This is an optimization exercise on Yosys and OpenROAD, whose aim is small area, not a production implementation.
Where RTL was checked, it was by simulation tests only, not by an equivalence proof against the original.
For run 1, only the layout was checked, not whether the RTL still works.
Power and IR drop assume default switching activity.

`standard.sh`:
```
#!/bin/bash
# synth_recipe.tcl (not shown) runs the flow's synth.tcl, then flattens the netlist and writes it again
# the make line also repeats each setting of config.mk as NAME=value (left out here)
make -C /OpenROAD-flow-scripts/flow DESIGN_CONFIG=/design/flow/config.mk WORK_HOME=/design/flow/orfs CLKGATE_MAP_FILE= SYNTH_SCRIPT=/design/flow/synth_recipe.tcl "${@:-finish}"
```
`constraint.sdc`:
```
create_clock -name core_clock -period 8.0 [get_ports {axi_clk}]
set_input_delay 1.6000 -clock core_clock [delete_from_list [all_inputs] [get_ports {axi_clk}]]
set_output_delay 1.6000 -clock core_clock [all_outputs]
set_load 0.01 [all_outputs]
```
`design.v`:
```
module int8mac (
    input  [7:0] ag,      
    input  [7:0] agn,     
    input  [7:0] b,       
    input  [7:0] bn,      
    input        clk, reset,
    output [7:0] result
);
    reg  [15:0] nacc;
    wire [15:0] nxt;
    wire c66, c68, c70, c72, c74, c76, c78, c80, c82, c84, c86, c88, c90, c92, c94, c96, c98, c100, c102, c104, c106, c108, c110, c112, c114, c116, c118, c120, c122, c124, c126, c128, c130, c132, c134, c136, c138, c140, c142, c144, c146, c148, c150, c152, c154, c156, c158, c160, c162, c164, c166, c168, c170, c172, c174, c176, c178, c180, c182, c184, c186, c188, c190, c192, c194, c196, c198, c200, c202, c204, c206, p1, p2, p3, p4, p5, p6, p7, p8, p9, p10, p11, p12, p13, p14, p15, p16, p17, p18, p19, p20, p21, p22, p23, p24, p25, p26, p27, p28, p29, p30, p31, p32, p33, p34, p35, p36, p37, p38, p39, p40, p41, p42, p43, p44, p45, p46, p47, p48, p49, p50, p51, p52, p53, p54, p55, p56, p57, p58, p59, p60, p61, p62, p63, p64, q209, q210, q211, q212, q213, q214, s67, s71, s73, s77, s79, s81, s85, s87, s89, s91, s95, s97, s99, s101, s103, s107, s109, s111, s113, s115, s117, s121, s123, s125, s127, s129, s131, s133, s137, s139, s141, s143, s145, s147, s149, s153, s155, s157, s159, s161, s163, s167, s169, s171, s173, s175, s179, s181, s183, s185, s189, s191, s193, s197, s199, s203, x207;
    assign p1 = ~(ag[0] & b[0]);
    assign p2 = ~(ag[0] & b[1]);
    assign p3 = ~(ag[0] & b[2]);
    assign p4 = ~(ag[0] & b[3]);
    assign p5 = ~(ag[0] & b[4]);
    assign p6 = ~(ag[0] & b[5]);
    assign p7 = ~(ag[0] & b[6]);
    assign p8 = ~(agn[0] | bn[7]);
    assign p9 = ~(ag[1] & b[0]);
    assign p10 = ~(ag[1] & b[1]);
    assign p11 = ~(ag[1] & b[2]);
    assign p12 = ~(ag[1] & b[3]);
    assign p13 = ~(ag[1] & b[4]);
    assign p14 = ~(ag[1] & b[5]);
    assign p15 = ~(ag[1] & b[6]);
    assign p16 = ~(agn[1] | bn[7]);
    assign p17 = ~(ag[2] & b[0]);
    assign p18 = ~(ag[2] & b[1]);
    assign p19 = ~(ag[2] & b[2]);
    assign p20 = ~(ag[2] & b[3]);
    assign p21 = ~(ag[2] & b[4]);
    assign p22 = ~(ag[2] & b[5]);
    assign p23 = ~(ag[2] & b[6]);
    assign p24 = ~(agn[2] | bn[7]);
    assign p25 = ~(ag[3] & b[0]);
    assign p26 = ~(ag[3] & b[1]);
    assign p27 = ~(ag[3] & b[2]);
    assign p28 = ~(ag[3] & b[3]);
    assign p29 = ~(ag[3] & b[4]);
    assign p30 = ~(ag[3] & b[5]);
    assign p31 = ~(ag[3] & b[6]);
    assign p32 = ~(agn[3] | bn[7]);
    assign p33 = ~(ag[4] & b[0]);
    assign p34 = ~(ag[4] & b[1]);
    assign p35 = ~(ag[4] & b[2]);
    assign p36 = ~(ag[4] & b[3]);
    assign p37 = ~(ag[4] & b[4]);
    assign p38 = ~(ag[4] & b[5]);
    assign p39 = ~(ag[4] & b[6]);
    assign p40 = ~(agn[4] | bn[7]);
    assign p41 = ~(ag[5] & b[0]);
    assign p42 = ~(ag[5] & b[1]);
    assign p43 = ~(ag[5] & b[2]);
    assign p44 = ~(ag[5] & b[3]);
    assign p45 = ~(ag[5] & b[4]);
    assign p46 = ~(ag[5] & b[5]);
    assign p47 = ~(ag[5] & b[6]);
    assign p48 = ~(agn[5] | bn[7]);
    assign p49 = ~(ag[6] & b[0]);
    assign p50 = ~(ag[6] & b[1]);
    assign p51 = ~(ag[6] & b[2]);
    assign p52 = ~(ag[6] & b[3]);
    assign p53 = ~(ag[6] & b[4]);
    assign p54 = ~(ag[6] & b[5]);
    assign p55 = ~(ag[6] & b[6]);
    assign p56 = ~(agn[6] | bn[7]);
    assign p57 = ~(agn[7] | bn[0]);
    assign p58 = ~(agn[7] | bn[1]);
    assign p59 = ~(agn[7] | bn[2]);
    assign p60 = ~(agn[7] | bn[3]);
    assign p61 = ~(agn[7] | bn[4]);
    assign p62 = ~(agn[7] | bn[5]);
    assign p63 = ~(agn[7] | bn[6]);
    assign p64 = ~(ag[7] & b[7]);
    assign nxt[0] = ~(nacc[0] ^ p1);
    assign c66 = nacc[0] | p1;
    assign s67 = nacc[1] ^ p2 ^ p9;
    assign c68 = (nacc[1] & p2) | (nacc[1] & p9) | (p2 & p9);
    assign nxt[1] = ~(c66 ^ s67);
    assign c70 = c66 | s67;
    assign s71 = nacc[2] ^ p3 ^ p10;
    assign c72 = (nacc[2] & p3) | (nacc[2] & p10) | (p3 & p10);
    assign s73 = p17 ^ c68 ^ s71;
    assign c74 = (p17 & c68) | (p17 & s71) | (c68 & s71);
    assign nxt[2] = ~(c70 ^ s73);
    assign c76 = c70 | s73;
    assign s77 = nacc[3] ^ p4 ^ p11;
    assign c78 = (nacc[3] & p4) | (nacc[3] & p11) | (p4 & p11);
    assign s79 = p18 ^ p25 ^ c72;
    assign c80 = (p18 & p25) | (p18 & c72) | (p25 & c72);
    assign s81 = s77 ^ c74 ^ s79;
    assign c82 = (s77 & c74) | (s77 & s79) | (c74 & s79);
    assign nxt[3] = ~(c76 ^ s81);
    assign c84 = c76 | s81;
    assign s85 = nacc[4] ^ p5 ^ p12;
    assign c86 = (nacc[4] & p5) | (nacc[4] & p12) | (p5 & p12);
    assign s87 = p19 ^ p26 ^ p33;
    assign c88 = (p19 & p26) | (p19 & p33) | (p26 & p33);
    assign s89 = c78 ^ s85 ^ s87;
    assign c90 = (c78 & s85) | (c78 & s87) | (s85 & s87);
    assign s91 = c80 ^ s89 ^ c82;
    assign c92 = (c80 & s89) | (c80 & c82) | (s89 & c82);
    assign nxt[4] = ~(c84 ^ s91);
    assign c94 = c84 | s91;
    assign s95 = nacc[5] ^ p6 ^ p13;
    assign c96 = (nacc[5] & p6) | (nacc[5] & p13) | (p6 & p13);
    assign s97 = p20 ^ p27 ^ p34;
    assign c98 = (p20 & p27) | (p20 & p34) | (p27 & p34);
    assign s99 = p41 ^ c86 ^ c88;
    assign c100 = (p41 & c86) | (p41 & c88) | (c86 & c88);
    assign s101 = s95 ^ s97 ^ c90;
    assign c102 = (s95 & s97) | (s95 & c90) | (s97 & c90);
    assign s103 = s99 ^ s101 ^ c92;
    assign c104 = (s99 & s101) | (s99 & c92) | (s101 & c92);
    assign nxt[5] = ~(c94 ^ s103);
    assign c106 = c94 | s103;
    assign s107 = nacc[6] ^ p7 ^ p14;
    assign c108 = (nacc[6] & p7) | (nacc[6] & p14) | (p7 & p14);
    assign s109 = p21 ^ p28 ^ p35;
    assign c110 = (p21 & p28) | (p21 & p35) | (p28 & p35);
    assign s111 = p42 ^ p49 ^ c96;
    assign c112 = (p42 & p49) | (p42 & c96) | (p49 & c96);
    assign s113 = c98 ^ s107 ^ s109;
    assign c114 = (c98 & s107) | (c98 & s109) | (s107 & s109);
    assign s115 = c100 ^ s111 ^ s113;
    assign c116 = (c100 & s111) | (c100 & s113) | (s111 & s113);
    assign s117 = c102 ^ s115 ^ c104;
    assign c118 = (c102 & s115) | (c102 & c104) | (s115 & c104);
    assign nxt[6] = ~(c106 ^ s117);
    assign c120 = c106 | s117;
    assign s121 = nacc[7] ^ p8 ^ p15;
    assign c122 = (nacc[7] & p8) | (nacc[7] & p15) | (p8 & p15);
    assign s123 = p22 ^ p29 ^ p36;
    assign c124 = (p22 & p29) | (p22 & p36) | (p29 & p36);
    assign s125 = p43 ^ p50 ^ p57;
    assign c126 = (p43 & p50) | (p43 & p57) | (p50 & p57);
    assign s127 = c108 ^ c110 ^ s121;
    assign c128 = (c108 & c110) | (c108 & s121) | (c110 & s121);
    assign s129 = s123 ^ s125 ^ c112;
    assign c130 = (s123 & s125) | (s123 & c112) | (s125 & c112);
    assign s131 = c114 ^ s127 ^ s129;
    assign c132 = (c114 & s127) | (c114 & s129) | (s127 & s129);
    assign s133 = c116 ^ s131 ^ c118;
    assign c134 = (c116 & s131) | (c116 & c118) | (s131 & c118);
    assign nxt[7] = ~(c120 ^ s133);
    assign c136 = c120 | s133;
    assign s137 = nacc[8] ^ p16;
    assign c138 = nacc[8] & p16;
    assign s139 = p23 ^ p30 ^ p37;
    assign c140 = (p23 & p30) | (p23 & p37) | (p30 & p37);
    assign s141 = p44 ^ p51 ^ p58;
    assign c142 = (p44 & p51) | (p44 & p58) | (p51 & p58);
    assign s143 = s137 ^ c122 ^ c124;
    assign c144 = (s137 & c122) | (s137 & c124) | (c122 & c124);
    assign s145 = c126 ^ s139 ^ s141;
    assign c146 = (c126 & s139) | (c126 & s141) | (s139 & s141);
    assign s147 = c128 ^ s143 ^ s145;
    assign c148 = (c128 & s143) | (c128 & s145) | (s143 & s145);
    assign s149 = c130 ^ s147 ^ c132;
    assign c150 = (c130 & s147) | (c130 & c132) | (s147 & c132);
    assign nxt[8] = s149 ^ c134 ^ c136;
    assign c152 = (s149 & c134) | (s149 & c136) | (c134 & c136);
    assign s153 = nacc[9] ^ p24 ^ p31;
    assign c154 = (nacc[9] & p24) | (nacc[9] & p31) | (p24 & p31);
    assign s155 = p38 ^ p45 ^ p52;
    assign c156 = (p38 & p45) | (p38 & p52) | (p45 & p52);
    assign s157 = p59 ^ c138 ^ c140;
    assign c158 = (p59 & c138) | (p59 & c140) | (c138 & c140);
    assign s159 = c142 ^ s153 ^ s155;
    assign c160 = (c142 & s153) | (c142 & s155) | (s153 & s155);
    assign s161 = c144 ^ c146 ^ s157;
    assign c162 = (c144 & c146) | (c144 & s157) | (c146 & s157);
    assign s163 = s159 ^ c148 ^ s161;
    assign c164 = (s159 & c148) | (s159 & s161) | (c148 & s161);
    assign nxt[9] = s163 ^ c150 ^ c152;
    assign c166 = (s163 & c150) | (s163 & c152) | (c150 & c152);
    assign s167 = nacc[10] ^ p32 ^ p39;
    assign c168 = (nacc[10] & p32) | (nacc[10] & p39) | (p32 & p39);
    assign s169 = p46 ^ p53 ^ p60;
    assign c170 = (p46 & p53) | (p46 & p60) | (p53 & p60);
    assign s171 = c154 ^ c156 ^ s167;
    assign c172 = (c154 & c156) | (c154 & s167) | (c156 & s167);
    assign s173 = s169 ^ c158 ^ c160;
    assign c174 = (s169 & c158) | (s169 & c160) | (c158 & c160);
    assign s175 = s171 ^ c162 ^ s173;
    assign c176 = (s171 & c162) | (s171 & s173) | (c162 & s173);
    assign nxt[10] = c164 ^ s175 ^ c166;
    assign c178 = (c164 & s175) | (c164 & c166) | (s175 & c166);
    assign s179 = nacc[11] ^ p40 ^ p47;
    assign c180 = (nacc[11] & p40) | (nacc[11] & p47) | (p40 & p47);
    assign s181 = p54 ^ p61 ^ c168;
    assign c182 = (p54 & p61) | (p54 & c168) | (p61 & c168);
    assign s183 = c170 ^ s179 ^ c172;
    assign c184 = (c170 & s179) | (c170 & c172) | (s179 & c172);
    assign s185 = s181 ^ c174 ^ s183;
    assign c186 = (s181 & c174) | (s181 & s183) | (c174 & s183);
    assign nxt[11] = c176 ^ s185 ^ c178;
    assign c188 = (c176 & s185) | (c176 & c178) | (s185 & c178);
    assign s189 = nacc[12] ^ p48 ^ p55;
    assign c190 = (nacc[12] & p48) | (nacc[12] & p55) | (p48 & p55);
    assign s191 = p62 ^ c180 ^ s189;
    assign c192 = (p62 & c180) | (p62 & s189) | (c180 & s189);
    assign s193 = c182 ^ s191 ^ c184;
    assign c194 = (c182 & s191) | (c182 & c184) | (s191 & c184);
    assign nxt[12] = c186 ^ s193 ^ c188;
    assign c196 = (c186 & s193) | (c186 & c188) | (s193 & c188);
    assign s197 = nacc[13] ^ p56 ^ p63;
    assign c198 = (nacc[13] & p56) | (nacc[13] & p63) | (p56 & p63);
    assign s199 = c190 ^ s197 ^ c192;
    assign c200 = (c190 & s197) | (c190 & c192) | (s197 & c192);
    assign nxt[13] = s199 ^ c194 ^ c196;
    assign c202 = (s199 & c194) | (s199 & c196) | (c194 & c196);
    assign s203 = nacc[14] ^ p64 ^ c198;
    assign c204 = (nacc[14] & p64) | (nacc[14] & c198) | (p64 & c198);
    assign nxt[14] = s203 ^ c200 ^ c202;
    assign c206 = (s203 & c200) | (s203 & c202) | (c200 & c202);
    assign x207 = nacc[15] ^ c204;
    assign nxt[15] = ~(x207 ^ c206);
    assign q209 = ~(nacc[14] & nacc[13] & nacc[12] & nacc[11]);
    assign q210 = ~(nacc[10] & nacc[9] & nacc[8] & nacc[7]);
    assign q211 = ~(nacc[14] | nacc[13] | nacc[12] | nacc[11]);
    assign q212 = ~(nacc[10] | nacc[9] | nacc[8] | nacc[7]);
    assign q213 = ~((q209 | q210) & nacc[15]);
    assign q214 = ~((q211 & q212) | nacc[15]);
    assign result[0] = ~((nacc[0] & q213) | q214);
    assign result[1] = ~((nacc[1] & q213) | q214);
    assign result[2] = ~((nacc[2] & q213) | q214);
    assign result[3] = ~((nacc[3] & q213) | q214);
    assign result[4] = ~((nacc[4] & q213) | q214);
    assign result[5] = ~((nacc[5] & q213) | q214);
    assign result[6] = ~((nacc[6] & q213) | q214);
    assign result[7] = ~nacc[15];
    always @(posedge clk or negedge reset) begin
        if (!reset) nacc <= 16'hffff;
        else        nacc <= nxt;
    end
endmodule
module systolic_array (
    input          clk,
    input          reset,
    input  [31:0]  matrixA,
    input  [31:0]  matrixB,
    input          valid_in,
    output [127:0] result
);
    wire [31:0] agn = ~(matrixA & {32{valid_in}});
    wire [31:0] ag  = ~agn;
    wire [31:0] bn  = ~matrixB;
    genvar r, c;
    generate
        for (r = 0; r < 4; r = r + 1) begin : row
            for (c = 0; c < 4; c = c + 1) begin : col
                int8mac mac (
                    .ag(ag[31-8*c -: 8]),
                    .agn(agn[31-8*c -: 8]),
                    .b(matrixB[31-8*r -: 8]),
                    .bn(bn[31-8*r -: 8]),
                    .clk(clk), .reset(reset),
                    .result(result[127-8*(4*r+c) -: 8])
                );
            end
        end
    endgenerate
endmodule
module top (
    input axi_clk,axi_rst_n,
    output reg m_axis_valid,
    output [127:0] m_axis_data,
    input m_axis_ready,
    input s_axis_valid,
    input [63:0] s_axis_data,
    output s_axis_ready
);
    systolic_array uut (
        .clk(axi_clk),
        .reset(axi_rst_n),
        .matrixA(s_axis_data[63:32]),
        .matrixB(s_axis_data[31:0]),
        .valid_in(s_axis_valid),
        .result(m_axis_data)
    );
    assign s_axis_ready = 1'b1;
    always @(posedge axi_clk or negedge axi_rst_n) begin
        if (!axi_rst_n) m_axis_valid <= 1'b0;
        else            m_axis_valid <= 1'b1;
    end
endmodule
```
`flow/gen.py`:
```
#!/usr/bin/env python3
"""Gate-level generator for the 4x4 int8 MAC array.

One gate list describes every multiply-accumulate cell: Baugh-Wooley partial
products fused with the 16-bit accumulator into a single column-compression
tree of full and half adders.  The accumulator is stored inverted
(nacc = ~acc, reset to all ones), so every partial product is a NAND/NOR and
the whole tree runs on inverted bits without inverters (a full adder is
self-dual).

  gen.py rtl DIR              write DIR/rtl/*.v (plain Verilog, same gates)
  gen.py net STD.v OUT.v      write a sky130hd netlist for the layout, taking
                              the flip-flop instances verbatim from the
                              standard synthesis netlist STD.v
"""
import re
import sys

W = 16
T_IN, T_Q = 1.9, 0.45          # arrival of gated a / b and of flop outputs
D = {"fa_s": 0.50, "fa_c": 0.40, "ha_s": 0.30, "ha_c": 0.20, "x2": 0.22,
     "g": 0.12}


class Mac:
    """Gate list of one MAC cell with local net names."""

    def __init__(self):
        self.g = []            # (cell, {pin: net}) ; outputs included
        self.n = 0
        self.inv = {}          # net -> inverted net (shared inverters)

    def new(self, p="n"):
        self.n += 1
        return "%s%d" % (p, self.n)

    def add(self, cell, **pins):
        self.g.append((cell, pins))

    def invert(self, net):
        if net not in self.inv:
            o = self.new("i")
            self.add("inv_1", A=net, Y=o)
            self.inv[net] = o
        return self.inv[net]


def build_mac():
    m = Mac()
    # columns hold signals (net, pol, t): true value = net ^ pol
    cols = [[] for _ in range(W)]
    const = 0
    for i in range(8):
        for j in range(8):
            k = i + j
            if k >= W:
                continue
            o = m.new("p")
            if i == 7 and j < 7:
                # true term ~(a7 b_j); its inverse a7 b_j = nor(~a7, ~b_j)
                m.add("nor2_1", A="agn[7]", B="bn[%d]" % j, Y=o)
            elif j == 7 and i < 7:
                m.add("nor2_1", A="agn[%d]" % i, B="bn[7]", Y=o)
            else:
                m.add("nand2_1", A="ag[%d]" % i, B="b[%d]" % j, Y=o)
            cols[k].append((o, 1, T_IN + D["g"]))
    const = ((1 << 15) + (1 << 8)) % (1 << W)
    for k in range(W):
        cols[k].append(("nacc[%d]" % k, 1, T_Q))
    consts = [(const >> k) & 1 for k in range(W)]

    nxt = [None] * W
    stats = {"fa": 0, "ha": 0, "inv": 0, "x": 0}

    def same_pol(col, n):
        """pick n earliest signals, preferring one polarity"""
        col.sort(key=lambda s: s[2])
        best = None
        for pol in (1, 0):
            cand = [s for s in col if s[1] == pol][:n]
            if len(cand) == n:
                t = max(s[2] for s in cand)
                if best is None or t < best[0]:
                    best = (t, cand)
        if best is None:
            cand = col[:n]
        else:
            cand = best[1]
        for s in cand:
            col.remove(s)
        return cand

    def to_pol(s, pol):
        if s[1] == pol:
            return s
        stats["inv"] += 1
        return (m.invert(s[0]), pol, s[2] + 0.1)

    for k in range(W):
        col = cols[k]
        if k == W - 1:
            # only the sum bit: xor chain, parity of polarities and constant
            col.sort(key=lambda s: s[2])
            par = consts[k]
            nets = []
            for s in col:
                par ^= s[1]
                nets.append((s[0], s[2]))
            while len(nets) > 1:
                nets.sort(key=lambda s: s[1])
                (x, tx), (y, ty) = nets[0], nets[1]
                del nets[0:2]
                o = m.new("x")
                if len(nets) == 0 and par == 0:
                    # result must be stored inverted: ~(x ^ y)
                    m.add("xnor2_1", A=x, B=y, Y=o)
                    par = 1
                else:
                    m.add("xor2_1", A=x, B=y, X=o)
                stats["x"] += 1
                nets.append((o, max(tx, ty) + D["x2"]))
            if par == 0:
                nxt[k] = m.invert(nets[0][0])
            else:
                nxt[k] = nets[0][0]
            continue
        while True:
            q = consts[k]
            n = len(col)
            if n + q <= 1 and n == 1:
                break
            if q and n >= 2 and (n + q) % 2 == 1 or (q and n == 2):
                # full adder with constant 1: on inverted inputs this is a
                # half adder cell with inverted outputs
                x, y = same_pol(col, 2)
                if x[1] != y[1]:
                    y = to_pol(y, x[1])
                s, c = m.new("s"), m.new("c")
                t = max(x[2], y[2])
                if x[1] == 1:
                    m.add("ha_1", A=x[0], B=y[0], SUM=s, COUT=c)
                    col.append((s, 1, t + D["ha_s"]))
                    cols[k + 1].append((c, 1, t + D["ha_c"]))
                else:
                    m.add("xnor2_1", A=x[0], B=y[0], Y=s)
                    m.add("or2_1", A=x[0], B=y[0], X=c)
                    col.append((s, 0, t + D["ha_s"]))
                    cols[k + 1].append((c, 0, t + D["ha_c"]))
                consts[k] = 0
                stats["ha"] += 1
                continue
            if q and n == 1:
                # add constant 1 to a single bit: sum = ~x, carry = x
                x = col.pop()
                col.append((x[0], x[1] ^ 1, x[2]))
                cols[k + 1].append(x)
                consts[k] = 0
                continue
            if n >= 3:
                x, y, z = same_pol(col, 3)
                pol = 1 if (x[1] + y[1] + z[1]) >= 2 else 0
                x, y, z = to_pol(x, pol), to_pol(y, pol), to_pol(z, pol)
                s, c = m.new("s"), m.new("c")
                m.add("fa_1", A=x[0], B=y[0], CIN=z[0], SUM=s, COUT=c)
                t = max(x[2], y[2], z[2])
                col.append((s, pol, t + D["fa_s"]))
                cols[k + 1].append((c, pol, t + D["fa_c"]))
                stats["fa"] += 1
                continue
            # two bits: half adder
            x, y = same_pol(col, 2)
            if x[1] != y[1]:
                y = to_pol(y, x[1])
            s, c = m.new("s"), m.new("c")
            t = max(x[2], y[2])
            if x[1] == 0:
                m.add("ha_1", A=x[0], B=y[0], SUM=s, COUT=c)
                col.append((s, 0, t + D["ha_s"]))
                cols[k + 1].append((c, 0, t + D["ha_c"]))
            else:
                # true sum x^y = ~x ^ ~y, inverted: xnor ; true carry x&y,
                # inverted: ~x | ~y
                m.add("xnor2_1", A=x[0], B=y[0], Y=s)
                m.add("or2_1", A=x[0], B=y[0], X=c)
                col.append((s, 1, t + D["ha_s"]))
                cols[k + 1].append((c, 1, t + D["ha_c"]))
            stats["ha"] += 1
        s = col[0]
        if s[1] == 0:
            nxt[k] = m.invert(s[0])
        else:
            nxt[k] = s[0]
    # name each column's final bit after the register input it drives
    assert len(set(nxt)) == W
    ren = {}
    for k in range(W):
        assert not nxt[k].startswith("nacc") and "[" not in nxt[k]
        ren[nxt[k]] = "nxt[%d]" % k
    m.g = [(cell, dict((p, ren.get(v, v)) for p, v in pins.items()))
           for cell, pins in m.g]

    # saturation of acc = ~nacc to signed 8 bits
    x1, x2, y1, y2, A, B = (m.new("q") for _ in range(6))
    m.add("nand4_1", A="nacc[14]", B="nacc[13]", C="nacc[12]", D="nacc[11]", Y=x1)
    m.add("nand4_1", A="nacc[10]", B="nacc[9]", C="nacc[8]", D="nacc[7]", Y=x2)
    m.add("nor4_1", A="nacc[14]", B="nacc[13]", C="nacc[12]", D="nacc[11]", Y=y1)
    m.add("nor4_1", A="nacc[10]", B="nacc[9]", C="nacc[8]", D="nacc[7]", Y=y2)
    m.add("o21ai_0", A1=x1, A2=x2, B1="nacc[15]", Y=A)
    m.add("a21oi_1", A1=y1, A2=y2, B1="nacc[15]", Y=B)
    for i in range(7):
        m.add("a21oi_1", A1="nacc[%d]" % i, A2=A, B1=B, Y="result[%d]" % i)
    m.add("inv_1", A="nacc[15]", Y="result[7]")
    m.stats = stats
    return m


OUTS = {"Y", "X", "SUM", "COUT", "HI", "LO"}

EXPR = {
    "inv_1": lambda p: "~%s" % p["A"],
    "nand2_1": lambda p: "~(%s & %s)" % (p["A"], p["B"]),
    "nor2_1": lambda p: "~(%s | %s)" % (p["A"], p["B"]),
    "or2_1": lambda p: "%s | %s" % (p["A"], p["B"]),
    "xor2_1": lambda p: "%s ^ %s" % (p["A"], p["B"]),
    "xnor2_1": lambda p: "~(%s ^ %s)" % (p["A"], p["B"]),
    "nand4_1": lambda p: "~(%s & %s & %s & %s)" % (p["A"], p["B"], p["C"], p["D"]),
    "nor4_1": lambda p: "~(%s | %s | %s | %s)" % (p["A"], p["B"], p["C"], p["D"]),
    "o21ai_0": lambda p: "~((%s | %s) & %s)" % (p["A1"], p["A2"], p["B1"]),
    "a21oi_1": lambda p: "~((%s & %s) | %s)" % (p["A1"], p["A2"], p["B1"]),
    "buf_alias": lambda p: p["A"],
}


def rtl_lines(m):
    out = []
    for cell, p in m.g:
        if cell == "fa_1":
            a, b, c = p["A"], p["B"], p["CIN"]
            out.append("    assign %s = %s ^ %s ^ %s;" % (p["SUM"], a, b, c))
            out.append("    assign %s = (%s & %s) | (%s & %s) | (%s & %s);"
                       % (p["COUT"], a, b, a, c, b, c))
        elif cell == "ha_1":
            out.append("    assign %s = %s ^ %s;" % (p["SUM"], p["A"], p["B"]))
            out.append("    assign %s = %s & %s;" % (p["COUT"], p["A"], p["B"]))
        else:
            o = [v for k, v in p.items() if k in OUTS][0]
            out.append("    assign %s = %s;" % (o, EXPR[cell](p)))
    return out


def local_wires(m):
    ws = set()
    for cell, p in m.g:
        for k, v in p.items():
            if k in OUTS and "[" not in v:
                ws.add(v)
    return sorted(ws, key=lambda s: (s[0], int(s[1:])))


def write_rtl(d):
    m = build_mac()
    mac = ["// Generated by flow/gen.py (see gen/README.md). Do not edit.",
           "// One multiply-accumulate cell: nacc holds the inverted 16-bit",
           "// accumulator; each accepted beat adds ag*b to acc = ~nacc.",
           "module int8mac (",
           "    input  [7:0] ag,     // gated A[c]",
           "    input  [7:0] agn,    // ~ag",
           "    input  [7:0] b,      // B[r]",
           "    input  [7:0] bn,     // ~b",
           "    input        clk, reset,",
           "    output [7:0] result",
           ");",
           "    reg  [15:0] nacc;",
           "    wire [15:0] nxt;",
           "    wire " + ", ".join(local_wires(m)) + ";"]
    mac += rtl_lines(m)
    mac += ["",
            "    always @(posedge clk or negedge reset) begin",
            "        if (!reset) nacc <= 16'hffff;",
            "        else        nacc <= nxt;",
            "    end",
            "endmodule", ""]
    open(d + "/rtl/int8mac.v", "w").write("\n".join(mac))
    open(d + "/rtl/normalizer.v", "w").write(
        "// The saturation to signed 8 bits is part of int8mac (rtl/int8mac.v),\n"
        "// computed from the inverted accumulator.\n")
    sa = """// 4x4 array of multiply-accumulate cells; cell (r, c) accumulates
// A[c] * B[r] for every accepted beat, in the cycle the beat is accepted.
module systolic_array (
    input          clk,
    input          reset,
    input  [31:0]  matrixA,
    input  [31:0]  matrixB,
    input          valid_in,
    output [127:0] result
);
    wire [31:0] agn = ~(matrixA & {32{valid_in}});
    wire [31:0] ag  = ~agn;
    wire [31:0] bn  = ~matrixB;

    genvar r, c;
    generate
        for (r = 0; r < 4; r = r + 1) begin : row
            for (c = 0; c < 4; c = c + 1) begin : col
                int8mac mac (
                    .ag(ag[31-8*c -: 8]),
                    .agn(agn[31-8*c -: 8]),
                    .b(matrixB[31-8*r -: 8]),
                    .bn(bn[31-8*r -: 8]),
                    .clk(clk), .reset(reset),
                    .result(result[127-8*(4*r+c) -: 8])
                );
            end
        end
    endgenerate
endmodule
"""
    open(d + "/rtl/systolic_array.v", "w").write(sa)
    top = """module top (
    input axi_clk,axi_rst_n,
    //AXI4-S Master
    output reg m_axis_valid,
    output [127:0] m_axis_data,
    input m_axis_ready,
    //AXI4-S Slave
    input s_axis_valid,
    input [63:0] s_axis_data,
    output s_axis_ready
);
    // every accepted beat is in the accumulators right after its edge,
    // so the results are valid from the first edge after reset
    systolic_array uut (
        .clk(axi_clk),
        .reset(axi_rst_n),
        .matrixA(s_axis_data[63:32]),
        .matrixB(s_axis_data[31:0]),
        .valid_in(s_axis_valid),
        .result(m_axis_data)
    );

    assign s_axis_ready = 1'b1;

    always @(posedge axi_clk or negedge axi_rst_n) begin
        if (!axi_rst_n) m_axis_valid <= 1'b0;
        else            m_axis_valid <= 1'b1;
    end
endmodule
"""
    open(d + "/rtl/AXI4_Stream_wrapper.v", "w").write(top)
    sys.stderr.write("mac: %s, gates %d\n" % (m.stats, len(m.g)))


def esc(n):
    if re.match(r"^(s_axis_data|m_axis_data)\[\d+\]$", n):
        return n
    return n if re.match(r"^[A-Za-z_][A-Za-z0-9_]*$", n) else "\\" + n + " "


def write_net(std, outp):
    txt = open(std).read()
    cells = re.findall(r"^\s*(sky130_fd_sc_hd__\w+)\s+(\\\S+|\S+)\s*\((.*?)\);",
                       txt, re.S | re.M)
    flops = {}
    other = None
    keep = []
    for typ, name, body in cells:
        if not re.match(r"sky130_fd_sc_hd__(df|sdf|edf)", typ):
            continue
        pins = dict((p, v.strip()) for p, v in re.findall(r"\.(\w+)\(([^()]*)\)", body))
        nm = name.lstrip("\\").strip()
        mm = re.match(r"uut\.row\[(\d)\]\.col\[(\d)\]\.mac\.nacc\[(\d+)\]\$_DFF_PN1_$", nm)
        if mm:
            flops[tuple(int(x) for x in mm.groups())] = pins
        elif nm == "m_axis_valid$_DFF_PN0_":
            other = pins
        else:
            raise SystemExit("unexpected register " + nm)
        keep.append("  %s %s (%s);" % (typ, name.strip() if name.startswith("\\") else name,
                                        body.strip()))
    if len(flops) != 256 or other is None:
        raise SystemExit("register set differs: %d" % len(flops))
    m = build_mac()
    lines = []
    wires = set()
    cnt = [0]

    def inst(cell, pins):
        cnt[0] += 1
        lines.append("  sky130_fd_sc_hd__%s g%d (%s);" % (
            cell, cnt[0], ", ".join(".%s(%s)" % (k, esc(v)) for k, v in pins.items())))
        for k, v in pins.items():
            if k in OUTS:
                wires.add(v)

    def net_of(q, d_, v):
        return esc(v)

    # m_axis_valid's D and s_axis_ready are constant 1
    inst("conb_1", {"HI": other["D"].lstrip("\\").strip()})
    inst("conb_1", {"HI": "s_axis_ready"})
    # shared signals
    for c in range(4):
        for i in range(8):
            a = "s_axis_data[%d]" % (56 - 8 * c + i)
            inst("nand2_1", {"A": a, "B": "s_axis_valid", "Y": "agn_%d_%d" % (c, i)})
            inst("inv_1", {"A": "agn_%d_%d" % (c, i), "Y": "ag_%d_%d" % (c, i)})
    for r in range(4):
        for j in range(8):
            inst("inv_1", {"A": "s_axis_data[%d]" % (24 - 8 * r + j), "Y": "bn_%d_%d" % (r, j)})
    for r in range(4):
        for c in range(4):
            pre = "m%d%d_" % (r, c)

            def mp(v):
                mm = re.match(r"^(\w+)\[(\d+)\]$", v)
                if mm:
                    s, i = mm.group(1), int(mm.group(2))
                    if s == "ag":
                        return "ag_%d_%d" % (c, i)
                    if s == "agn":
                        return "agn_%d_%d" % (c, i)
                    if s == "b":
                        return "s_axis_data[%d]" % (24 - 8 * r + i)
                    if s == "bn":
                        return "bn_%d_%d" % (r, i)
                    if s == "nacc":
                        return flops[(r, c, i)]["Q"].lstrip("\\").strip()
                    if s == "nxt":
                        return flops[(r, c, i)]["D"].lstrip("\\").strip()
                    if s == "result":
                        return "m_axis_data[%d]" % (127 - 8 * (4 * r + c) - 7 + i)
                    raise SystemExit(v)
                return pre + v
            for cell, p in m.g:
                inst(cell, dict((k, mp(v)) for k, v in p.items()))
    ports = """module top(axi_clk, axi_rst_n, m_axis_valid, m_axis_data, m_axis_ready, s_axis_valid, s_axis_data, s_axis_ready);
  input axi_clk;
  input axi_rst_n;
  output m_axis_valid;
  output [127:0] m_axis_data;
  input m_axis_ready;
  input s_axis_valid;
  input [63:0] s_axis_data;
  output s_axis_ready;
"""
    portnames = {"m_axis_valid", "s_axis_ready"}
    decl = []
    allw = set(wires)
    for f in list(flops.values()) + [other]:
        allw.add(f["Q"].lstrip("\\").strip())
        allw.add(f["D"].lstrip("\\").strip())
    for w in sorted(allw):
        if "[" in w and w.split("[")[0] in ("m_axis_data", "s_axis_data"):
            continue
        if w in portnames:
            continue
        decl.append("  wire %s;" % esc(w))
    body = ports + "\n".join(decl) + "\n" + "\n".join(keep) + "\n" + "\n".join(lines) + "\nendmodule\n"
    open(outp, "w").write(body)


if __name__ == "__main__":
    if sys.argv[1] == "rtl":
        write_rtl(sys.argv[2])
    else:
        write_net(sys.argv[2], sys.argv[3])
```
`config.mk`:
```
export PLATFORM = sky130hd
export DESIGN_NAME = top
export DESIGN_NICKNAME = top
export VERILOG_FILES = /design/flow/design.v
export SDC_FILE = /design/flow/constraint.sdc
export NUM_CORES = 4
export LEC_CHECK = 0
export CAP_MARGIN = 20
export CORE_MARGIN = 2
export CORE_UTILIZATION = 40
export PLACE_DENSITY = 0.6
export SLEW_MARGIN = 20
```
`flow/run.sh`:
```
#!/bin/bash
# Layout flow: the standard synthesis (for the register set and names), then
# the combinational logic is replaced by the gate-level netlist that
# flow/gen.py builds (the same gates as rtl/), then the standard layout.
set -euo pipefail
R=orfs/results/sky130hd/top/base
bash standard.sh synth > synth.log 2>&1
cp $R/1_2_yosys.v $R/1_2_yosys_std.v
python3 flow/gen.py net $R/1_2_yosys_std.v $R/1_2_yosys.v > gen.log 2>&1
rm -f $R/1_synth.odb $R/1_synth.sdc
bash standard.sh finish > layout.log 2>&1
```
==> summary.txt, run 1 <==
- The normalized max-slew margin is around 20%.
- The type of the most critical hold path is reg2reg.
- After detailed placement, the total cell area comes to 0.0424 sq mm.
- The die span in x is 297 microns.
- The DRC violations left is 0.
- Setup repair after global routing left no endpoint under its margin.
- The routed layout has 25000 vias.
- The H-tree generated during clock tree synthesis spans 2 levels.
- After floorplanning, the core was divided into 107 placement rows.
- The portion of total power attributed to the clock network is 8.5%.
- The synthesis warning total is 2.
- The final core utilization is 51.7%.
- The clock skew after layout is around 23 ps.
- The portion of total power attributed to combinational logic is 72.1%.
- The final layout contains 4701 nets.
- Setup violations remaining at the end of the flow were counted as 0.
- In the routed layout, each cell is associated on average with a via count of 5.22.
- The post-route fraction of the period consumed by the critical path is just under 100%.
- For this design the static power due to leakage is between 15 and 20 nW.
- The number of max-slew violations in the final report is 0.
- The via count of the first global-routing pass is about 28000.
- The number of maximum-capacitance violations is 0.
- In the final routing, the length of wire on met1 measures 44500 microns.
- The remaining global-route overflow is 0.
- Entering global routing, the biggest net connects 70 pins.
- The detailed router used layers up to and including met5.
- The synthesized netlist occupies a cell area of 0.0344 sq mm.
- The required time of the critical path is between 8000 and 9000 ps.
- Data arrives at the worst endpoint at about 8400 ps.
- The number of buffers created by CTS is 36.
- The number of buffers inserted by port buffering is a little under 200.
- The first global-routing pass estimated roughly 170000 microns of wire.
- In this run the standard cell core region covers 0.0851 sq mm.
- The clock drives between 200 and 300 sinks.
- The sequential power share is 19.4%.
- The congestion estimate from routability-driven global placement came to 0.891.
- In this run the deepest clock path goes through 3 buffers.
- The finished cells cover between 0.04 and 0.05 sq mm.
- A synthesized cell averages between 10 and 15 sq um.
- For the pin with the worst max-slew slack, the measured transition is roughly 1200 ps.
- The number of antenna violations at the first check in global routing is 3.
- The number of hold buffers added after CTS was 0.
- The post-synthesis to final-layout area growth is 28.0%.
- Summed over all layers, the routed wires come to 108000 microns.
- The internal portion of total power is 11.5 mW.
- The element type at the critical path start is a primary input.
- IR analysis of the VDD net gives a maximum drop of about 0.27 mV.
- The count of final hold-check violations is 0.
- The placed wire-length estimate after detailed placement is 85900 microns.
- The mean routed wirelength per cell is 22.5 microns.
- The floorplan step defined a die boundary enclosing 0.0884 sq mm.
- OpenSTA, run right after detailed placement, puts the worst setup slack at -867 ps.
- The flow ran to the end and the layout has no timing, DRC or antenna violations.
- After clock tree synthesis, the clock-pin slew on the worst setup and hold paths is 60 ps.
- Of the total power, the share spent switching nets is 41.7%.
- The switching component of the power is roughly 8.2 mW.
- TritonCTS built the clock tree.
- The fmax is 0.127 GHz.
- The vertical extent of the die is 297 microns.
- The ratio of cells with drive above 1 in the final layout is 26.7%.
- The worst path meets setup with 138 ps of slack.
- The cell count after synthesis is 2899.
- For this run, the total global-route usage over all layers was measured as 25.6%.
- The post-synthesis net count is ~4000.
- For this design the ratio of total power to cell area is ~450 mW/mm^2.
- The count of nets left with antenna violations once routing finished came out at 0.
- The first detailed-routing pass took 6 iterations.
- The worst setup path is of the in2reg kind.
- The category of the worst setup path capture point is a flip-flop.
- The starting density of the core is 40.4%.
- The first routing iteration left around 1800 violations.
- Of all nets on the critical path, the largest fanout is 10.
- After detailed routing, the met3 layer carries 10200 microns of wire.
- The met2 wire length is around 48000 microns.
- After layout, the minimum clock period comes to 7860 ps.
- The clock tree root buffer cell is sky130_fd_sc_hd__clkbuf_16.
- For the worst-skew pair, the clock arrives at the later sink with an insertion delay of 570 ps.
- During I/O placement, the number of pins put on the boundary was about 200.
## final timing paths
path	startpoint	end	slack [ps]	depth (start not counted)
worst max-delay path	s_axis_data[57]	uut.row[1].col[0].mac.nacc[14]	140	20
worst min-delay path	uut.row[1].col[0].mac.nacc[0]	uut.row[1].col[0].mac.nacc[0]	490	1
worst max register to register	uut.row[3].col[2].mac.nacc[2]	uut.row[3].col[2].mac.nacc[14]	1640	15
worst min register to register	uut.row[1].col[0].mac.nacc[0]	uut.row[1].col[0].mac.nacc[0]	490	1
max in group asynchronous	axi_rst_n	m_axis_valid	5640	2
min in group asynchronous	axi_rst_n	uut.row[2].col[3].mac.nacc[1]	1250	1
## what timing repair did
action	4_1_cts	5_1_grt
cloned	2	0
setup endpoints to repair	32	32
pin swaps	1	4
setup buffers	11	6
endpoints found under the hold margin	0	0
resized for setup	66	28
## layout make-up
class | count | area, sq um
Sequential cell | 257 | 6750
Timing Repair Buffer | 688 | 6570
Clock buffer | 48 | 1020
Fill cell | 7574 | 41100
Multi-Input combinational cell | 2562 | 27800
Inverter | 80 | 333
Antenna cell | 1 | 2.50
Tap cell | 1144 | 1430
Clock inverter | 13 | 160
## registers in the layout, indices dropped and copies added (netlist names)
name and flops:
uut.row.col.mac.nacc 256, m_axis_valid 1
## critical path: stages
cell,delay [ps]
sky130_fd_sc_hd__clkdlybuf4s50_1,520
sky130_fd_sc_hd__nand2_4,110
sky130_fd_sc_hd__clkinvlp_4,130
sky130_fd_sc_hd__buf_12,150
sky130_fd_sc_hd__nand2_1,70
sky130_fd_sc_hd__fa_1,390
sky130_fd_sc_hd__fa_1,500
sky130_fd_sc_hd__fa_2,350
sky130_fd_sc_hd__fa_1,380
sky130_fd_sc_hd__fa_1,390
sky130_fd_sc_hd__fa_2,360
sky130_fd_sc_hd__fa_1,480
sky130_fd_sc_hd__or2_1,240
sky130_fd_sc_hd__fa_2,360
sky130_fd_sc_hd__fa_1,390
sky130_fd_sc_hd__fa_2,350
sky130_fd_sc_hd__fa_2,350
sky130_fd_sc_hd__fa_2,350
sky130_fd_sc_hd__fa_2,350
sky130_fd_sc_hd__fa_2,530
## cells in the final DEF (no fill, tap or decap), types with 2 or more instances in the layout
master / instances
sky130_fd_sc_hd__buf_6: 7
sky130_fd_sc_hd__nand4_1: 32
sky130_fd_sc_hd__bufbuf_16: 2
sky130_fd_sc_hd__xnor2_1: 142
sky130_fd_sc_hd__clkdlybuf4s50_1: 191
sky130_fd_sc_hd__o21ai_0: 15
sky130_fd_sc_hd__a21oi_1: 128
sky130_fd_sc_hd__dfstp_2: 256
sky130_fd_sc_hd__bufinv_16: 3
sky130_fd_sc_hd__conb_1: 2
sky130_fd_sc_hd__buf_12: 66
sky130_fd_sc_hd__nand2_4: 5
sky130_fd_sc_hd__clkinvlp_4: 10
sky130_fd_sc_hd__or2_1: 128
sky130_fd_sc_hd__inv_1: 70
sky130_fd_sc_hd__inv_6: 2
sky130_fd_sc_hd__fa_1: 862
sky130_fd_sc_hd__clkinv_4: 2
sky130_fd_sc_hd__nor4_1: 32
sky130_fd_sc_hd__clkbuf_8: 5
sky130_fd_sc_hd__ha_1: 16
sky130_fd_sc_hd__dlymetal6s2s_1: 2
sky130_fd_sc_hd__xnor2_2: 2
sky130_fd_sc_hd__clkbuf_16: 37
sky130_fd_sc_hd__buf_8: 2
sky130_fd_sc_hd__xor2_1: 16
sky130_fd_sc_hd__nand2_1: 805
sky130_fd_sc_hd__fa_2: 130
sky130_fd_sc_hd__clkinv_2: 4
sky130_fd_sc_hd__nand2_2: 22
sky130_fd_sc_hd__buf_4: 415
sky130_fd_sc_hd__nor2_1: 224
sky130_fd_sc_hd__clkbuf_1: 6
## per-stage QoR
stage	power [mW]	cells	hold WS (ps)	TNS, ps
detailed placement	17.8	4710	488	-35270
CTS	19.9	4784	499	0
global route	21.9	4792	502	0
finish	19.7	4793	493	0
floorplan	12.8	2899	474	0
global placement	17.4	4710	482	-31260
## per-layer routing
| layer | up-vias | global-route usage, % |
|---|---|---|
| met3 | 210 | 6.58 |
| met4 | 2 | 10.3 |
| met1 | 13400 | 35.7 |
| met2 | 1023 | 38.4 |
| met5 | - | 0 |
| li1 | 10500 | - |
## power groups by stage
stage,Clock (mW),Sequential [mW],Combinational [mW]
floorplan,0,3.50,9.28
finish,1.68,3.81,14.2
global placement,0,3.81,13.6
CTS,1.73,3.81,14.4
detailed placement,0,3.81,14.0
global route,1.76,3.94,16.2
==> inputs of run 2 (changes only) <==
--- a/design.v
+++ b/design.v
@@ -242,11 +242,23 @@
     input  [31:0]  matrixA,
     input  [31:0]  matrixB,
     input          valid_in,
-    output [127:0] result
+    output [127:0] result,
+    output         busy       
 );
-    wire [31:0] agn = ~(matrixA & {32{valid_in}});
+    reg  [31:0] a_q, b_q;
+    reg         pv;
+    always @(posedge clk) begin
+        a_q <= matrixA;
+        b_q <= matrixB;
+    end
+    always @(posedge clk or negedge reset) begin
+        if (!reset) pv <= 1'b0;
+        else        pv <= valid_in;
+    end
+    assign busy = pv;
+    wire [31:0] agn = ~(a_q & {32{pv}});
     wire [31:0] ag  = ~agn;
-    wire [31:0] bn  = ~matrixB;
+    wire [31:0] bn  = ~b_q;
     genvar r, c;
     generate
         for (r = 0; r < 4; r = r + 1) begin : row
@@ -254,7 +266,7 @@
                 int8mac mac (
                     .ag(ag[31-8*c -: 8]),
                     .agn(agn[31-8*c -: 8]),
-                    .b(matrixB[31-8*r -: 8]),
+                    .b(b_q[31-8*r -: 8]),
                     .bn(bn[31-8*r -: 8]),
                     .clk(clk), .reset(reset),
                     .result(result[127-8*(4*r+c) -: 8])
@@ -272,17 +284,19 @@
     input [63:0] s_axis_data,
     output s_axis_ready
 );
+    wire busy;
     systolic_array uut (
         .clk(axi_clk),
         .reset(axi_rst_n),
         .matrixA(s_axis_data[63:32]),
         .matrixB(s_axis_data[31:0]),
         .valid_in(s_axis_valid),
-        .result(m_axis_data)
+        .result(m_axis_data),
+        .busy(busy)
     );
     assign s_axis_ready = 1'b1;
     always @(posedge axi_clk or negedge axi_rst_n) begin
         if (!axi_rst_n) m_axis_valid <= 1'b0;
-        else            m_axis_valid <= 1'b1;
+        else            m_axis_valid <= !s_axis_valid;
     end
 endmodule
--- a/flow/gen.py
+++ b/flow/gen.py
@@ -3,7 +3,8 @@
 
 One gate list describes every multiply-accumulate cell: Baugh-Wooley partial
 products fused with the 16-bit accumulator into a single column-compression
-tree of full and half adders.  The accumulator is stored inverted
+tree of full and half adders.  The beat is registered first (a_q, b_q, pv),
+so the tree runs register to register.  The accumulator is stored inverted
 (nacc = ~acc, reset to all ones), so every partial product is a NAND/NOR and
 the whole tree runs on inverted bits without inverters (a full adder is
 self-dual).
@@ -17,7 +18,7 @@
 import sys
 
 W = 16
-T_IN, T_Q = 1.9, 0.45          # arrival of gated a / b and of flop outputs
+T_IN, T_Q = 0.9, 0.45          # arrival of gated a / b and of flop outputs
 D = {"fa_s": 0.50, "fa_c": 0.40, "ha_s": 0.30, "ha_c": 0.20, "x2": 0.22,
      "g": 0.12}
 
@@ -261,7 +262,8 @@
     m = build_mac()
     mac = ["// Generated by flow/gen.py (see gen/README.md). Do not edit.",
            "// One multiply-accumulate cell: nacc holds the inverted 16-bit",
-           "// accumulator; each accepted beat adds ag*b to acc = ~nacc.",
+           "// accumulator; each step adds ag*b to acc = ~nacc, and result is",
+           "// acc saturated to signed 8 bits.",
            "module int8mac (",
            "    input  [7:0] ag,     // gated A[c]",
            "    input  [7:0] agn,    // ~ag",
@@ -284,19 +286,36 @@
     open(d + "/rtl/normalizer.v", "w").write(
         "// The saturation to signed 8 bits is part of int8mac (rtl/int8mac.v),\n"
         "// computed from the inverted accumulator.\n")
-    sa = """// 4x4 array of multiply-accumulate cells; cell (r, c) accumulates
-// A[c] * B[r] for every accepted beat, in the cycle the beat is accepted.
+    sa = """// 4x4 array of multiply-accumulate cells.  A beat is registered in the
+// cycle it is accepted (a_q, b_q, pv) and added in the next: cell (r, c)
+// accumulates A[c] * B[r].
 module systolic_array (
     input          clk,
     input          reset,
     input  [31:0]  matrixA,
     input  [31:0]  matrixB,
     input          valid_in,
-    output [127:0] result
+    output [127:0] result,
+    output         busy      // a registered beat is not yet accumulated
 );
-    wire [31:0] agn = ~(matrixA & {32{valid_in}});
+    reg  [31:0] a_q, b_q;
+    reg         pv;
+
+    always @(posedge clk) begin
+        a_q <= matrixA;
+        b_q <= matrixB;
+    end
+
+    always @(posedge clk or negedge reset) begin
+        if (!reset) pv <= 1'b0;
+        else        pv <= valid_in;
+    end
+
+    assign busy = pv;
+
+    wire [31:0] agn = ~(a_q & {32{pv}});
     wire [31:0] ag  = ~agn;
-    wire [31:0] bn  = ~matrixB;
+    wire [31:0] bn  = ~b_q;
 
     genvar r, c;
     generate
@@ -305,7 +324,7 @@
                 int8mac mac (
                     .ag(ag[31-8*c -: 8]),
                     .agn(agn[31-8*c -: 8]),
-                    .b(matrixB[31-8*r -: 8]),
+                    .b(b_q[31-8*r -: 8]),
                     .bn(bn[31-8*r -: 8]),
                     .clk(clk), .reset(reset),
                     .result(result[127-8*(4*r+c) -: 8])
@@ -327,22 +346,25 @@
     input [63:0] s_axis_data,
     output s_axis_ready
 );
-    // every accepted beat is in the accumulators right after its edge,
-    // so the results are valid from the first edge after reset
+    wire busy;
+
     systolic_array uut (
         .clk(axi_clk),
         .reset(axi_rst_n),
         .matrixA(s_axis_data[63:32]),
         .matrixB(s_axis_data[31:0]),
         .valid_in(s_axis_valid),
-        .result(m_axis_data)
+        .result(m_axis_data),
+        .busy(busy)
     );
 
     assign s_axis_ready = 1'b1;
 
+    // a beat accepted at an edge is in the accumulators one edge later, so
+    // the results are valid after every edge at which no beat is accepted
     always @(posedge axi_clk or negedge axi_rst_n) begin
         if (!axi_rst_n) m_axis_valid <= 1'b0;
-        else            m_axis_valid <= 1'b1;
+        else            m_axis_valid <= !s_axis_valid;
     end
 endmodule
 """
@@ -356,29 +378,46 @@
     return n if re.match(r"^[A-Za-z_][A-Za-z0-9_]*$", n) else "\\" + n + " "
 
 
+def unesc(n):
+    n = n.strip()
+    return n[1:].strip() if n.startswith("\\") else n
+
+
 def write_net(std, outp):
     txt = open(std).read()
     cells = re.findall(r"^\s*(sky130_fd_sc_hd__\w+)\s+(\\\S+|\S+)\s*\((.*?)\);",
                        txt, re.S | re.M)
-    flops = {}
-    other = None
+    regs = {}
     keep = []
     for typ, name, body in cells:
         if not re.match(r"sky130_fd_sc_hd__(df|sdf|edf)", typ):
             continue
-        pins = dict((p, v.strip()) for p, v in re.findall(r"\.(\w+)\(([^()]*)\)", body))
-        nm = name.lstrip("\\").strip()
-        mm = re.match(r"uut\.row\[(\d)\]\.col\[(\d)\]\.mac\.nacc\[(\d+)\]\$_DFF_PN1_$", nm)
-        if mm:
-            flops[tuple(int(x) for x in mm.groups())] = pins
-        elif nm == "m_axis_valid$_DFF_PN0_":
-            other = pins
-        else:
-            raise SystemExit("unexpected register " + nm)
-        keep.append("  %s %s (%s);" % (typ, name.strip() if name.startswith("\\") else name,
+        pins = dict((p, unesc(v)) for p, v in re.findall(r"\.(\w+)\(([^()]*)\)", body))
+        nm = unesc(name)
+        base = nm.split("$")[0]
+        regs[base] = (typ, pins)
+        keep.append("  %s %s (%s);" % (typ, name.strip() + (" " if name.startswith("\\") else ""),
                                         body.strip()))
-    if len(flops) != 256 or other is None:
-        raise SystemExit("register set differs: %d" % len(flops))
+    expect = {"m_axis_valid": "dfrtp", "uut.pv": "dfrtp"}
+    for i in range(32):
+        expect["uut.a_q[%d]" % i] = "dfxtp"
+        expect["uut.b_q[%d]" % i] = "dfxtp"
+    for r in range(4):
+        for c in range(4):
+            for k in range(W):
+                expect["uut.row[%d].col[%d].mac.nacc[%d]" % (r, c, k)] = "dfstp"
+    if set(regs) != set(expect):
+        raise SystemExit("register set differs: %s" % sorted(set(regs) ^ set(expect))[:10])
+    for k, t in expect.items():
+        if not regs[k][0].startswith("sky130_fd_sc_hd__" + t):
+            raise SystemExit("register %s is %s" % (k, regs[k][0]))
+
+    def Q(b):
+        return regs[b][1]["Q"]
+
+    def Dn(b):
+        return regs[b][1]["D"]
+
     m = build_mac()
     lines = []
     wires = set()
@@ -392,24 +431,29 @@
             if k in OUTS:
                 wires.add(v)
 
-    def net_of(q, d_, v):
-        return esc(v)
-
-    # m_axis_valid's D and s_axis_ready are constant 1
-    inst("conb_1", {"HI": other["D"].lstrip("\\").strip()})
+    # registers loaded straight from ports
+    direct = {"uut.pv": "s_axis_valid"}
+    for i in range(32):
+        direct["uut.a_q[%d]" % i] = "s_axis_data[%d]" % (32 + i)
+        direct["uut.b_q[%d]" % i] = "s_axis_data[%d]" % i
+    for b, p in direct.items():
+        if Dn(b) != p:
+            inst("buf_1", {"A": p, "X": Dn(b)})
+    inst("inv_1", {"A": "s_axis_valid", "Y": Dn("m_axis_valid")})
     inst("conb_1", {"HI": "s_axis_ready"})
     # shared signals
     for c in range(4):
         for i in range(8):
-            a = "s_axis_data[%d]" % (56 - 8 * c + i)
-            inst("nand2_1", {"A": a, "B": "s_axis_valid", "Y": "agn_%d_%d" % (c, i)})
+            a = Q("uut.a_q[%d]" % (24 - 8 * c + i))
+            inst("nand2_1", {"A": a, "B": Q("uut.pv"), "Y": "agn_%d_%d" % (c, i)})
             inst("inv_1", {"A": "agn_%d_%d" % (c, i), "Y": "ag_%d_%d" % (c, i)})
     for r in range(4):
         for j in range(8):
-            inst("inv_1", {"A": "s_axis_data[%d]" % (24 - 8 * r + j), "Y": "bn_%d_%d" % (r, j)})
+            inst("inv_1", {"A": Q("uut.b_q[%d]" % (24 - 8 * r + j)), "Y": "bn_%d_%d" % (r, j)})
     for r in range(4):
         for c in range(4):
             pre = "m%d%d_" % (r, c)
+            mac = "uut.row[%d].col[%d].mac." % (r, c)
 
             def mp(v):
                 mm = re.match(r"^(\w+)\[(\d+)\]$", v)
@@ -420,13 +464,13 @@
                     if s == "agn":
                         return "agn_%d_%d" % (c, i)
                     if s == "b":
-                        return "s_axis_data[%d]" % (24 - 8 * r + i)
+                        return Q("uut.b_q[%d]" % (24 - 8 * r + i))
                     if s == "bn":
                         return "bn_%d_%d" % (r, i)
                     if s == "nacc":
-                        return flops[(r, c, i)]["Q"].lstrip("\\").strip()
+                        return Q(mac + "nacc[%d]" % i)
                     if s == "nxt":
-                        return flops[(r, c, i)]["D"].lstrip("\\").strip()
+                        return Dn(mac + "nacc[%d]" % i)
                     if s == "result":
                         return "m_axis_data[%d]" % (127 - 8 * (4 * r + c) - 7 + i)
                     raise SystemExit(v)
@@ -443,16 +487,14 @@
   input [63:0] s_axis_data;
   output s_axis_ready;
 """
-    portnames = {"m_axis_valid", "s_axis_ready"}
-    decl = []
+    portnames = {"m_axis_valid", "s_axis_ready", "s_axis_valid", "axi_clk", "axi_rst_n"}
     allw = set(wires)
-    for f in list(flops.values()) + [other]:
-        allw.add(f["Q"].lstrip("\\").strip())
-        allw.add(f["D"].lstrip("\\").strip())
+    for typ, pins in regs.values():
+        allw.add(pins["Q"])
+        allw.add(pins["D"])
+    decl = []
     for w in sorted(allw):
-        if "[" in w and w.split("[")[0] in ("m_axis_data", "s_axis_data"):
-            continue
-        if w in portnames:
+        if re.match(r"^(m_axis_data|s_axis_data)\[\d+\]$", w) or w in portnames:
             continue
         decl.append("  wire %s;" % esc(w))
     body = ports + "\n".join(decl) + "\n" + "\n".join(keep) + "\n" + "\n".join(lines) + "\nendmodule\n"
==> run 2 against run 1 <==
Synthesized cell count grew 2.2%. Total power decreased by 5.3%. Routed wire length down 0.78%. Clock skew up 6.7 ps. Hold slack worse by 1.2 ps. Synthesized area is 3.8% higher. Utilization is 4.4 points lower. Combinational power decreased by 12%. First-iteration DRC count fell by 14%. Register-to-register slack got worse by 1300 ps. Count of clock-buffer cells in the layout grew 8. Via count is 3.5% lower.
==> summary.txt, run 2 <==
- The worst flop-to-flop path endpoint is uut.row[1].col[0].mac.nacc[15].
- The commonest non-fill, non-tap cell in the layout is sky130_fd_sc_hd__fa_1.
- The flow ran to the end and the layout has no timing, DRC or antenna violations.
- The core footprint is 0.0884 sq mm (+3.8%).
- The DRC violations left is 0 (unchanged).
- The element type at the critical path start is a flip-flop.
- The slowest stage of the critical path belongs to the cell sky130_fd_sc_hd__fa_1.
- The via count of the first global-routing pass is 27400 (-3.1%).
- The normalized max-slew margin was 23.0% (+3.4 points).
- The cell count after synthesis is 2964 (+2.2%).
- The classification of the worst setup path is reg2reg.
- In this run the critical register-to-register path is launched from uut.pv.
- The overall die area is 0.0917 sq mm (+3.7%).
- The post-synthesis net count is 4040 (+1.6%).
- The final design area excluding fillers is 0.0418 sq mm (-5.0%).
- The accumulated negative setup slack is 0 ps (unchanged).
- The largest driver fanout on the critical path is 21 (+11).
- The final setup violation count is 0 (unchanged).
- The global-route wire length before repair is 168000 microns (-0.87%).
- The largest net degree at the start of global routing is 118 (+69%).
- Tracing the worst setup path back leads to its startpoint at uut.pv.
- The fmax is 0.131 GHz (+2.8%).
- The number of antenna diodes was 0 (-1).
- TritonCTS built the clock tree.
- The placer congestion estimate came to 0.903 (+1.3%).
- The total global routing track utilization is 24.7% (-0.87 points).
- The buffering stage count on the worst path with inverters included came to 3 (unchanged).
- The mean instance size in the synthesized netlist is 12.0 sq um (+1.5%).
- The die span in x is 303 microns (+1.9%).
- In the final layout, the registers with the most flip-flops are uut.row.col.mac.nacc: 256 flops, uut.a_q: 32 flops, uut.b_q: 32 flops.
- The starting density of the core was 40.4% (about the same).
- The worst hold path begins at uut.row[2].col[1].mac.nacc[0].
- The remaining global-route overflow was 0 (unchanged).
- In the layout the commonest cells are 992 x sky130_fd_sc_hd__fa_1, 832 x sky130_fd_sc_hd__nand2_1, 256 x sky130_fd_sc_hd__dfstp_2.
- The flip-flop count of the largest register, all copies and words added was 256 (unchanged).
- The data arrival time of the critical path came to 8140 ps (-220 ps).
- The first-pass iteration count of the detailed router is 6 (unchanged).
- The number of buffers created by CTS is 43 (+19%).
- The maximum count of clock buffers along a single path is 3 (unchanged).
- The power per unit of standard cell area is 445 mW/mm^2 (-0.32%).
- The number of ports placed on the die boundary is 198 (unchanged).
- The quantity of hold-fixing buffers added after cts is 0 (unchanged).
- The worst vdd rail ir drop is 0.225 mV (-16%).
- The most numerous cell type found on the critical path is sky130_fd_sc_hd__fa_1.
- Setup repair after global routing left no endpoint under its margin.
- The number of maximum-capacitance violations is 0 (unchanged).
- The number of nets with antenna violations after routing is 0 (unchanged).
- Grouping stages by cell kind, the critical path spends the most delay in adder cells.
- Following the worst setup path forward leads to its endpoint at uut.row[1].col[0].mac.nacc[15].
- The required time of the critical path came to 8500 ps (about the same).
- The CTS sink count is 322 (+25%).
- The clock edge transition at the registers on the reported setup and hold paths is 60 ps (about the same).
- The detailed-route wire length is 107000 microns (-0.78%).
- The worst-case hold slack is 492 ps (-1.23 ps).
- The number of buffers inserted by port buffering is 195 (unchanged).
- The worst setup path is captured at a flip-flop.
- The vertical extent of the die was 303 microns (+1.9%).
- The leakage power total is 14.2 nW (-7.7%).
- The post-synth design cell area is 0.0357 sq mm (+3.8%).
- The placed wire-length estimate after detailed placement is 82500 microns (-4.0%).
- The number of resized instances in the post-cts repair step is 0 (-100%).
- The post-synthesis to final-layout area growth is 17.1%.
- The via count normalized by instance count is 5.31 (+1.7%).
- The cell area after placement is 0.0404 sq mm (-4.7%).
- The number of antenna violations at the first check in global routing came to 0 (-3).
- The peak per-stage delay on the critical path is 570 ps (+40 ps).
- In this run the worst hold path is classified as reg2reg.
- The ratio of cells with drive above 1 in the final layout is 14.0% (-13 points).
- The cell sitting at the root of the clock tree is a sky130_fd_sc_hd__clkbuf_16.
- The worst-skew pair later-pin latency is 600 ps (+30 ps).
- The number of cells on the worst reg-to-reg path is 20 (+5).
- The clock skew after layout is 30.0 ps (+6.70 ps).
- The number of buffers added for setup after CTS came to 0 (-11).
- The post-route fraction of the period consumed by the critical path is 95.6% (-2.7 points).
- The count of final hold-check violations was 0 (unchanged).
- The level count of the clock H-tree is 2 (unchanged).
- Traced cell by cell, the critical path runs through buf_4 > nand2_1 > inv_1 > buf_12 > nand2_1 > fa_1 > fa_1 > fa_1 > fa_1 > fa_1 > fa_1 > or2_1 > fa_1 > fa_1 > fa_1 > fa_1 > fa_1 > fa_1 > fa_1 > xnor2_1.
- The routed via count is 24200 (-3.5%).
- The minimum period implied by the final worst setup slack is 7650 ps (-217 ps).
- The number of stages on the worst setup path is 20 (unchanged).
- The number of placement rows came to 109 (+1.9%).
- The first-iteration detailed-routing DRC count is 1537 (-14%).
- The mean routed wirelength per cell is 23.5 microns (+4.6%).
- The number of nets at the end of the flow was 4422 (-5.9%).
- The synthesis warning total came to 3 (+1).
- The register with the most flip-flops is uut.row.col.mac.nacc.
- The number of max-slew violations in the final report is 0 (unchanged).
- The register-to-register setup slack is 350 ps (-1290 ps).
- The slew of the pin with the lowest slew margin is 1140 ps (-50.0 ps).
-- run 2: changes by cell type in the layout (fill, tap and decap cells not counted), sizes merged, moves of 2 or more --
| cell | change |
|---|---|
| bufbuf | -2 |
| dlymetal6s2s | -2 |
| clkinvlp | -5 |
| clkdlybuf4s50 | +3 |
| buf | -348 |
| clkinv | +9 |
| clkbuf | +6 |
| inv | +8 |
| dfxtp | +64 |
-- run 2: power breakdown --
part           internal (mW)  switching [mW]  total [mW]  leakage [nW]
Combinational           6.21            6.25        12.5          10.2
Sequential              3.31           0.850        4.16          3.26
Clock                   1.17           0.829        2.00         0.708
-- run 2: worst min-delay path by stage --
stage / end / slack, ps / depth (start not counted)
2_1_floorplan: uut.row[0].col[0].mac.nacc[0] / 470 / 1
6_report: uut.row[2].col[1].mac.nacc[0] / 490 / 1
5_1_grt: uut.row[0].col[3].mac.nacc[0] / 500 / 1
3_3_place_gp: uut.row[2].col[1].mac.nacc[0] / 480 / 1
3_5_place_dp: uut.row[1].col[0].mac.nacc[0] / 480 / 1
4_1_cts: uut.row[2].col[1].mac.nacc[0] / 490 / 1
-- run 2: layer usage --
| metal | global-route usage [%] | vias up | share of wire [%] |
|---|---|---|---|
| met1 | 34.1 | 13200 | 41 |
| met3 | 5.78 | 157 | 8.1 |
| met2 | 39.2 | 876 | 48 |
| met5 | 0 | - | 0 |
| li1 | - | 9942 | - |
| met4 | 7.13 | 0 | 3.0 |
-- run 2: through the flow --
stage / total power [mW] / utilization (%) / std cells / worst slack [ps]
6_report: 18.6 / 47.3 / 4546 / 355
5_1_grt: 20.8 / 47.3 / 4546 / 73.2
4_1_cts: 18.9 / 47.3 / 4546 / 328
3_5_place_dp: 16.7 / 45.7 / 4466 / 362
3_3_place_gp: 16.4 / 45.7 / 4466 / 453
2_1_floorplan: 12.9 / - / 2964 / 447
-- run 2: final cells by class --
type	instances	area (sq um)
clock buffer	56	1220
clock inverter	24	223
timing repair buffer	337	3220
multi-input combinational	2561	27400
inverter	81	304
fill	8126	46500
tap	1165	1460
sequential	322	8060

==> port drivers added, routing unchanged <==
The flow's constraints put no driver on any port. The routed layouts listed below were extracted and timed again, unchanged, in two steps.
Step 1 sets driving cells, clkbuf_16 on the clock port and buf_2 on the other inputs (assumed; they add their load-dependent delay and slew).
Step 2 times the ports against the registers' clock, not the clock port: input delays grow and output delays shrink by t, the midpoint of the rising clock arrivals with the driver on.
Slacks: no drivers / after step 1 / after step 2; pairs: no drivers / after step 1.
run | t (ns) | setup WS [ns] | clock arrival spread, ns
run 1 | 0.631 | 0.138 / 0.181 / -0.450 | 0.027 / 0.027
run 2 | 0.649 | 0.355 / 0.355 / 0.355 | 0.032 / 0.032
With both steps, setup timing fails in run 1, where it was met with ideal ports. For run 1, which loses most, drivers alone change the setup slack by +0.043 ns; drivers and shift together by -0.588 ns.
